From an optimization exercise on the open Yosys and OpenROAD flow, aimed at small area; shortcuts taken in it are not production practice.
The RTL was checked by simulation tests, not by an equivalence proof against the original design.
The clock port is modelled as an ideal driver; clocking choices that lean on that would not hold on a real chip.
Power and IR drop assume default switching activity.

==> flow/design.v <==
module fpga_storm_iv_demo(
    input wire clk,
    input wire rst_n,
    input wire [3:0] keys,
    input wire [3:0] dips,
    output wire [7:0] leds,
    output wire [3:0] seg_sel,
    output wire [7:0] seg_data,
    output wire beep
);
    localparam [3:0] A_C = 4'h5;
    reg  [3:0] a_q;                       
    wire [3:0] a_s = a_q ^ A_C;
    wire a_z3 = ~|a_s[2:0];
    wire a_wrap = a_z3 & ~a_s[3];         
    wire a_last = a_z3 & a_s[3];          
    wire [3:0] a_n = {4{rst_n}} & {a_s[2:0], a_s[0] ^ a_s[3] ^ a_z3};
    localparam [11:0] C_C = 12'h555;
    localparam [11:0] C_FIRST = 12'h235;    
    localparam [11:0] C_LAST = 12'h11a;     
    localparam [11:0] C_DET = 12'hfbf;      
    reg  [11:0] c_q;
    wire [11:0] c_s = c_q ^ C_C;
    wire c_last = ((c_s & C_DET) == (C_LAST & C_DET));
    wire [11:0] c_n = rst_n ? {c_s[10:0], c_s[0] ^ c_s[11] ^ c_last} : C_FIRST;
    wire tick = a_last & c_last;          
    always @(posedge clk) begin
        a_q <= a_n ^ A_C;
        c_q <= c_n ^ C_C;
    end
    reg [3:0] digit0, digit1, digit2, digit3;
    wire all_off = &dips;
    wire nine0 = digit0[3] & digit0[0];
    wire nine1 = digit1[3] & digit1[0];
    wire nine2 = digit2[3] & digit2[0];
    wire inc0 = tick & (all_off | ~dips[0]);
    wire inc1 = tick & (all_off ? nine0 : ~dips[1]);
    wire inc2 = tick & (all_off ? (nine0 & nine1) : ~dips[2]);
    wire inc3 = tick & (all_off ? (nine0 & nine1 & nine2) : ~dips[3]);
    function [3:0] bcd_inc(input [3:0] d);    
        bcd_inc = {d[3] ? ~d[0] : (d[2] & d[1] & d[0]),
                   d[2] ^ (d[1] & d[0]),
                   (d[1] ^ d[0]) & ~d[3],
                   ~d[0]};
    endfunction
    function [3:0] bcd_tog(input [3:0] d);    
        bcd_tog = {d[0] & (d[3] | (d[1] & d[2])), d[0] & d[1], d[0] & ~d[3], 1'b1};
    endfunction
    always @(posedge clk) begin
        if (!rst_n) begin
            digit0 <= 4'd0; digit1 <= 4'd0; digit2 <= 4'd0; digit3 <= 4'd0;
        end else begin
            if (inc0) digit0 <= bcd_inc(digit0);
            if (inc1) digit1 <= bcd_inc(digit1);
            if (inc2) digit2 <= bcd_inc(digit2);
            if (inc3) digit3 <= bcd_inc(digit3);
        end
    end
    reg  [3:0] last_keys_n;           
    reg  [3:0] led_q;
    localparam [8:0] D_C = 9'h155;
    localparam [8:0] D_FIRST = 9'h08c;    
    reg  [8:0] d_q;
    wire [8:0] d_s = d_q ^ D_C;
    wire d_z8 = ~|d_s[7:0];
    wire request_beep = (d_s == D_FIRST);    
    wire deb_zero = d_z8 & ~d_s[8];
    wire press = |(~last_keys_n & ~keys);
    wire kev = rst_n & deb_zero & press;
    wire [8:0] d_step = {d_s[7:0], (d_s[3] ^ d_s[8]) & ~d_z8};
    wire [8:0] d_n = ({9{rst_n}} & d_step) | ({9{kev}} & D_FIRST);
    always @(posedge clk) begin
        d_q <= d_n ^ D_C;
        last_keys_n <= rst_n ? ~keys : 4'b0000;
        led_q <= rst_n ? (led_q ^ ({4{kev}} & ~keys)) : 4'b1111;
    end
    assign leds = {4'b0000, led_q};
    localparam [12:0] B_C = 13'h1555;
    localparam [12:0] B_FIRST = 13'h0710;   
    reg  [12:0] b_q;
    wire [12:0] b_s = b_q ^ B_C;
    wire b_z12 = ~|b_s[11:0];
    wire active = ~(b_z12 & ~b_s[12]);
    wire load = request_beep & ~active;
    wire [12:0] b_step = {b_s[11:0], (b_s[2] ^ b_s[12]) & ~b_z12};
    wire [12:0] b_n = {13{rst_n}} & (b_step | ({13{load}} & B_FIRST));
    reg  [2:0] tone7;
    reg        tone2;
    reg        beep_q;
    wire tone_wrap = tone2 & (tone7 == 3'b100);
    always @(posedge clk) begin
        b_q <= b_n ^ B_C;
        if (!rst_n) begin
            tone7 <= 3'b001;
            tone2 <= 1'b0;
        end else if (active) begin
            tone7 <= {tone7[1:0], tone7[2] ^ tone7[1]};
            tone2 <= ~tone2;
        end
        beep_q <= rst_n & active & ~(b_z12 & b_s[12]) & (beep_q ^ tone_wrap);    
    end
    assign beep = beep_q;
    localparam [3:0] V_C = 4'h5;
    reg  [3:0] v_q;
    wire [3:0] v_s = v_q ^ V_C;
    wire v_z3 = ~|v_s[2:0];
    wire [3:0] v_n = {4{rst_n}} & (a_wrap ? {v_s[2:0], v_s[0] ^ v_s[3] ^ v_z3} : v_s);
    reg  [1:0] scan_idx;
    always @(posedge clk) begin
        v_q <= v_n ^ V_C;
        if (!rst_n) scan_idx <= 2'd0;
        else if (a_wrap & v_z3 & ~v_s[3]) scan_idx <= scan_idx + 2'd1;
    end
    assign seg_sel = ~(4'b0001 << scan_idx);
    wire [3:0] dd = scan_idx[1] ? (scan_idx[0] ? digit3 : digit2)
                                : (scan_idx[0] ? digit1 : digit0);
    assign seg_data[7] = 1'b1;
    assign seg_data[0] = (~dd[0] & ~dd[1] & dd[2]) | (dd[0] & ~dd[1] & ~dd[2] & ~dd[3]);
    assign seg_data[1] = (dd[0] & ~dd[1] & dd[2]) | (~dd[0] & dd[1] & dd[2]);
    assign seg_data[2] = (~dd[0] & dd[1] & ~dd[2]);
    assign seg_data[3] = (~dd[0] & ~dd[1] & dd[2]) | (dd[0] & dd[1] & dd[2]) | (dd[0] & ~dd[1] & ~dd[2] & ~dd[3]);
    assign seg_data[4] = (dd[0]) | (~dd[1] & dd[2]);
    assign seg_data[5] = (dd[1] & ~dd[2]) | (dd[0] & dd[1]) | (dd[0] & ~dd[2] & ~dd[3]);
    assign seg_data[6] = (~dd[1] & ~dd[2] & ~dd[3]) | (dd[0] & dd[1] & dd[2]);
endmodule
==> flow/config.mk <==
export PLATFORM = sky130hd
export DESIGN_NAME = fpga_storm_iv_demo
export DESIGN_NICKNAME = fpga_storm_iv_demo
export VERILOG_FILES = /design/flow/design.v
export SDC_FILE = /design/flow/constraint.sdc
export NUM_CORES = 4
export LEC_CHECK = 0
export CAP_MARGIN = 20
export CORE_MARGIN = 2
export CORE_UTILIZATION = 55
export SLEW_MARGIN = 20
==> flow/constraint.sdc <==
create_clock -name core_clock -period 10.0 [get_ports {clk}]
set_input_delay 2.0000 -clock core_clock [delete_from_list [all_inputs] [get_ports {clk}]]
set_output_delay 2.0000 -clock core_clock [all_outputs]
set_load 0.01 [all_outputs]
standard.sh (not shown) runs the stock make flow with config.mk's settings and CLKGATE_MAP_FILE= SYNTH_SCRIPT=/design/flow/synth_recipe.tcl, a recipe that flattens the netlist after the stock synthesis.
==> flow/flow/run.sh <==
#!/bin/bash
# Own layout flow: the standard ORFS flow (standard.sh) with these changes:
#  - synthesis: area-oriented ABC mapping, best of several scripts (flow/synth_area.tcl),
#    no adder extraction, no pass-through buffers; constant outputs share one tie cell
#    per value (SKIP_REPAIR_TIE_FANOUT)
#  - port buffers: sky130_fd_sc_hd__buf_1 instead of the default pick
#  - clock tree: clkbuf_4 buffers, no dummy loads; buffers whose clock pins see
#    too much slew are swapped for clkbuf_8 (flow/post_cts.tcl)
# Each tool's full output goes to the ORFS logs (orfs/logs/...) and make's to flow_make.log.
set -euo pipefail
W=$(pwd)
bash standard.sh \
  SYNTH_SCRIPT="$W/flow/synth_area.tcl" \
  ADDER_MAP_FILE= \
  SYNTH_INSBUF=0 \
  SKIP_REPAIR_TIE_FANOUT=1 \
  BUFFER_PORTS_ARGS="-buffer_cell sky130_fd_sc_hd__buf_1" \
  POST_CTS_TCL="$W/flow/post_cts.tcl" \
  CTS_ARGS="-sink_clustering_enable -repair_clock_nets -dont_use_dummy_load -buf_list sky130_fd_sc_hd__clkbuf_4 -root_buf sky130_fd_sc_hd__clkbuf_4" \
  finish > "$W/flow_make.log" 2>&1
==> flow/flow/post_cts.tcl <==
set own_big [[ord::get_db] findMaster sky130_fd_sc_hd__clkbuf_8]
foreach it [[[ord::get_db_block] findNet clk] getITerms] {
  set inst [$it getInst]
  if {[[$inst getMaster] getName] eq "sky130_fd_sc_hd__clkbuf_4"} {
    puts "own flow: root [$inst getName]: clkbuf_8"
    $inst swapMaster $own_big
  }
}
detailed_placement
estimate_parasitics -placement
set own_swapped 0
foreach inst [[ord::get_db_block] getInsts] {
  if {[[$inst getMaster] getName] ne "sky130_fd_sc_hd__clkbuf_4"} { continue }
  set out [$inst findITerm X]
  set net [$out getNet]
  if {$net eq "NULL"} { continue }
  set worst 0
  foreach it [$net getITerms] {
    if {![$it isInputSignal]} { continue }
    set pin [get_pins -quiet [[$it getInst] getName]/[[$it getMTerm] getName]]
    if {$pin eq ""} { continue }
    set s [get_property $pin slew_max]
    if {$s > $worst} { set worst $s }
  }
  if {$worst > 0.110} {
    puts "own flow: [$inst getName] clock sink slew $worst ns: clkbuf_8"
    $inst swapMaster $own_big
    incr own_swapped
  }
}
if {$own_swapped} {
  detailed_placement
  estimate_parasitics -placement
}
Other scripts of this flow, unchanged in this note and not shown: flow/flow/abc_area_s0.abc, flow/flow/abc_area_s1.abc, flow/flow/abc_area_s11.abc, flow/flow/abc_area_s12.abc, flow/flow/abc_area_s13.abc, flow/flow/abc_area_s14.abc, flow/flow/abc_area_s15.abc, flow/flow/abc_area_s16.abc, flow/flow/abc_area_s17.abc, flow/flow/abc_area_s3.abc, flow/flow/abc_area_s8.abc, flow/flow/abc_area_s9.abc, flow/flow/synth_area.tcl
The starting point went through all stages and came out clean.
==> next run, changes <==
--- a/flow/flow/run.sh
+++ b/flow/flow/run.sh
@@ -2,6 +2,5 @@
 # Own layout flow: the standard ORFS flow (standard.sh) with these changes:
 #  - synthesis: area-oriented ABC mapping, best of several scripts (flow/synth_area.tcl),
-#    no adder extraction, no pass-through buffers; constant outputs share one tie cell
-#    per value (SKIP_REPAIR_TIE_FANOUT)
+#    no adder extraction
 #  - port buffers: sky130_fd_sc_hd__buf_1 instead of the default pick
 #  - clock tree: clkbuf_4 buffers, no dummy loads; buffers whose clock pins see
--- a/flow/flow/post_cts.tcl
+++ b/flow/flow/post_cts.tcl
@@ -1,12 +1,4 @@
+estimate_parasitics -placement
 set own_big [[ord::get_db] findMaster sky130_fd_sc_hd__clkbuf_8]
-foreach it [[[ord::get_db_block] findNet clk] getITerms] {
-  set inst [$it getInst]
-  if {[[$inst getMaster] getName] eq "sky130_fd_sc_hd__clkbuf_4"} {
-    puts "own flow: root [$inst getName]: clkbuf_8"
-    $inst swapMaster $own_big
-  }
-}
-detailed_placement
-estimate_parasitics -placement
 set own_swapped 0
 foreach inst [[ord::get_db_block] getInsts] {
@@ -23,5 +15,5 @@
     if {$s > $worst} { set worst $s }
   }
-  if {$worst > 0.110} {
+  if {$worst > 0.095} {
     puts "own flow: [$inst getName] clock sink slew $worst ns: clkbuf_8"
     $inst swapMaster $own_big
Cell count stays the same.
Sequential share of layout area went down by 0.46 points.
Design area went up slightly.
==> next run, changes <==
--- a/flow/flow/run.sh
+++ b/flow/flow/run.sh
@@ -12,6 +12,4 @@
   SYNTH_SCRIPT="$W/flow/synth_area.tcl" \
   ADDER_MAP_FILE= \
-  SYNTH_INSBUF=0 \
-  SKIP_REPAIR_TIE_FANOUT=1 \
   BUFFER_PORTS_ARGS="-buffer_cell sky130_fd_sc_hd__buf_1" \
   POST_CTS_TCL="$W/flow/post_cts.tcl" \
Synthesized cell count rises by 1.8%. Total power fell by about 1.6%. Global-route usage is lower by 0.72 points. Worst setup slack is worse by 0.0080 ns. Design area is about the same. Count of clock-buffer cells in the layout does not change. Final cell count rose by 0.83%. Routed wire length shrinks by 0.84%. Fmax barely changes. Non-clock buffer count is unchanged.

========
RTL: the design.v shown in full above, as it stands there.
clock: 10.0 ns
lec_check: 0
cap_margin: 20
core_margin: 2
core_utilization: 55
slew_margin: 20
==> flow/flow/run.sh <==
#!/bin/bash
# Own layout flow: the standard ORFS flow (standard.sh) with these changes:
#  - synthesis: area-oriented ABC mapping, best of several scripts (flow/synth_area.tcl),
#    no adder extraction, no pass-through buffers; constant outputs share one tie cell
#    per value (SKIP_REPAIR_TIE_FANOUT)
#  - port buffers: sky130_fd_sc_hd__buf_1 instead of the default pick
#  - clock tree: clkbuf_4 buffers, no dummy loads; buffers whose clock pins see
#    too much slew are swapped for clkbuf_8 (flow/post_cts.tcl)
# Each tool's full output goes to the ORFS logs (orfs/logs/...) and make's to flow_make.log.
set -euo pipefail
W=$(pwd)
bash standard.sh \
  SYNTH_SCRIPT="$W/flow/synth_area.tcl" \
  ADDER_MAP_FILE= \
  SYNTH_INSBUF=0 \
  SKIP_REPAIR_TIE_FANOUT=1 \
  BUFFER_PORTS_ARGS="-buffer_cell sky130_fd_sc_hd__buf_1" \
  POST_CTS_TCL="$W/flow/post_cts.tcl" \
  CTS_ARGS="-sink_clustering_enable -repair_clock_nets -dont_use_dummy_load -buf_list sky130_fd_sc_hd__clkbuf_4 -root_buf sky130_fd_sc_hd__clkbuf_4" \
  finish > "$W/flow_make.log" 2>&1
==> flow/flow/post_cts.tcl <==
set own_big [[ord::get_db] findMaster sky130_fd_sc_hd__clkbuf_8]
foreach it [[[ord::get_db_block] findNet clk] getITerms] {
  set inst [$it getInst]
  if {[[$inst getMaster] getName] eq "sky130_fd_sc_hd__clkbuf_4"} {
    puts "own flow: root [$inst getName]: clkbuf_8"
    $inst swapMaster $own_big
  }
}
detailed_placement
estimate_parasitics -placement
set own_swapped 0
foreach inst [[ord::get_db_block] getInsts] {
  if {[[$inst getMaster] getName] ne "sky130_fd_sc_hd__clkbuf_4"} { continue }
  set out [$inst findITerm X]
  set net [$out getNet]
  if {$net eq "NULL"} { continue }
  set worst 0
  foreach it [$net getITerms] {
    if {![$it isInputSignal]} { continue }
    set pin [get_pins -quiet [[$it getInst] getName]/[[$it getMTerm] getName]]
    if {$pin eq ""} { continue }
    set s [get_property $pin slew_max]
    if {$s > $worst} { set worst $s }
  }
  if {$worst > 0.100} {
    puts "own flow: [$inst getName] clock sink slew $worst ns: clkbuf_8"
    $inst swapMaster $own_big
    incr own_swapped
  }
}
if {$own_swapped} {
  detailed_placement
  estimate_parasitics -placement
}
Other scripts of this flow, unchanged in this note and not shown: flow/flow/abc_area_s0.abc, flow/flow/abc_area_s1.abc, flow/flow/abc_area_s11.abc, flow/flow/abc_area_s12.abc, flow/flow/abc_area_s13.abc, flow/flow/abc_area_s14.abc, flow/flow/abc_area_s15.abc, flow/flow/abc_area_s16.abc, flow/flow/abc_area_s17.abc, flow/flow/abc_area_s3.abc, flow/flow/abc_area_s8.abc, flow/flow/abc_area_s9.abc, flow/flow/synth_area.tcl
Then changed:
==> flow/flow/abc_area_x3.abc (new file) <==
strash; &get -n; &fraig -x; &put; scorr; dc2; dretime; strash; &get -n; &syn3; &dch -f; &nf -R 1000 -p; &put
==> flow/flow/abc_area_x7.abc (new file) <==
strash; &get -n; &fraig -x; &put; scorr; dc2; dretime; strash; &get -n; &dch -f -C 1000; &nf -R 1000 -p -E 1; &put
==> flow/flow/abc_area_x8.abc (new file) <==
strash; &get -n; &fraig -x; &put; scorr; dc2; dretime; strash; &get -n; &syn2; &syn2; &dch -f; &nf -R 1000 -p; &put
--- a/flow/flow/post_cts.tcl
+++ b/flow/flow/post_cts.tcl
@@ -23,5 +23,5 @@
     if {$s > $worst} { set worst $s }
   }
-  if {$worst > 0.100} {
+  if {$worst > 0.110} {
     puts "own flow: [$inst getName] clock sink slew $worst ns: clkbuf_8"
     $inst swapMaster $own_big
Clock-buffer cell count is unchanged. Non-clock buffer count is unchanged. Via count went down by a few percent. Core utilization went down by 0.57 points. Routed wire length went down by a few percent.

========
before:
Another version of the RTL of fpga_storm_iv_demo (not shown whole).
Size: about 280 cells after synthesis, roughly 78 flip-flops, about 31 I/O pins.
Settings: LEC_CHECK=0, CAP_MARGIN=20, CORE_MARGIN=2, CORE_UTILIZATION=60, SLEW_MARGIN=20; clock period 10.0 ns.
==> flow/flow/run.sh <==
#!/bin/bash
# Own layout flow: the standard ORFS flow (standard.sh) with these changes:
#  - synthesis: ABC's area-oriented mapping (flow/synth_area.tcl), no adder extraction
#  - port buffers: sky130_fd_sc_hd__buf_1 instead of the default pick
#  - clock tree: clkbuf_4 buffers, no dummy loads
# Each tool's full output goes to the ORFS logs (orfs/logs/...) and make's to flow_make.log.
set -euo pipefail
W=$(pwd)
bash standard.sh \
  SYNTH_SCRIPT="$W/flow/synth_area.tcl" \
  ADDER_MAP_FILE= \
  BUFFER_PORTS_ARGS="-buffer_cell sky130_fd_sc_hd__buf_1" \
  CTS_ARGS="-sink_clustering_enable -repair_clock_nets -dont_use_dummy_load -buf_list sky130_fd_sc_hd__clkbuf_4 -root_buf sky130_fd_sc_hd__clkbuf_4" \
  finish > "$W/flow_make.log" 2>&1
==> flow/flow/abc_area.abc <==
strash; &get -n; &fraig -x; &put; scorr; dc2; dretime; strash; &get -n; &syn2; &dch -f; &nf -R 1000; &put
==> flow/flow/synth_area.tcl <==
# Standard synthesis (synth_recipe.tcl, sourced below) with one change: ABC maps the
# logic with an area-oriented script (flow/abc_area.abc) instead of the delay-driven
# one with a 10 ps target. Registers are mapped before ABC runs, so they are the
# standard ones, with the same names and cells.
proc abc {args} {
  set keep {}
  set skip 0
  foreach a $args {
    if {$skip} { incr skip -1; continue }
    if {$a eq "-script" || $a eq "-D" || $a eq "-constr"} { set skip 1; continue }
    lappend keep $a
  }
  yosys abc {*}$keep -script [file join $::own_flow_dir abc_area.abc]
}
set ::own_flow_dir [file dirname [file normalize [info script]]]
source [file join [file dirname $::own_flow_dir] synth_recipe.tcl]
Edits applied to the flow inputs when going from before to after:
- swapping 60 for 40 in CORE_UTILIZATION
==> flow/run.sh (new file) <==
#!/bin/bash
# synth_recipe.tcl (not shown) runs the flow's synth.tcl, then flattens the netlist and writes it again
# the make line also repeats each setting of config.mk as NAME=value (left out here)
make -C /OpenROAD-flow-scripts/flow DESIGN_CONFIG=/design/flow/config.mk WORK_HOME=/design/flow/orfs CLKGATE_MAP_FILE= SYNTH_SCRIPT=/design/flow/synth_recipe.tcl finish
removed: flow/flow/run.sh
removed: flow/flow/abc_area.abc
removed: flow/flow/synth_area.tcl
removed: flow/standard.sh
[summary]
Of before and after, the run reporting the higher final instance area was after. Number of cells on the worst reg-to-reg path: higher on before. after vs before — first-pass GRT wire length rose 22%. Met2 track demand over resource in global routing (lower): after. Wire length grows by more than 10% when moving from before to after.

-- re-timing with driven ports --
The results above use ideal ports. As a check the final layouts listed here were re-extracted and re-timed, cells and wires unchanged. Step 1: set_driving_cell puts a clkbuf_16 on clk and a buf_2 on each other input, an assumption about the parent block. Step 2 adds t to the input delays and takes it off the output delays; t is the mean of the earliest and latest rising clock arrival at the registers after step 1. Input paths then give back, and output paths get back, about the clock's delay inside the block. Three values: ideal ports, drivers, drivers and shift; two values: the first two.
| run | shift t [ns] | slack for setup (ns) | clock arrival spread, ns | cell pins on the clock port's net |
|---|---|---|---|---|
| the first run of note 1 | 0.353 | 5.688 / 5.661 / 5.953 | 0.037 / 0.036 | 1 |
| the second run of note 1 | 0.358 | 5.670 / 5.642 / 5.929 | 0.025 / 0.024 | 1 |
| the third run of note 1 | 0.355 | 5.662 / 5.635 / 5.983 | 0.026 / 0.027 | 1 |
| the first run of note 2 | 0.358 | 5.670 / 5.642 / 5.929 | 0.025 / 0.024 | 1 |
| the second run of note 2 | 0.353 | 5.709 / 5.683 / 5.961 | 0.033 / 0.033 | 1 |
| before | 0.424 | 5.897 / 5.872 / 6.247 | 0.024 / 0.025 | 1 |
| after | 0.368 | 5.246 / 5.218 / 5.586 | 0.013 / 0.014 | 1 |
After both steps setup and hold are still met in every run listed.
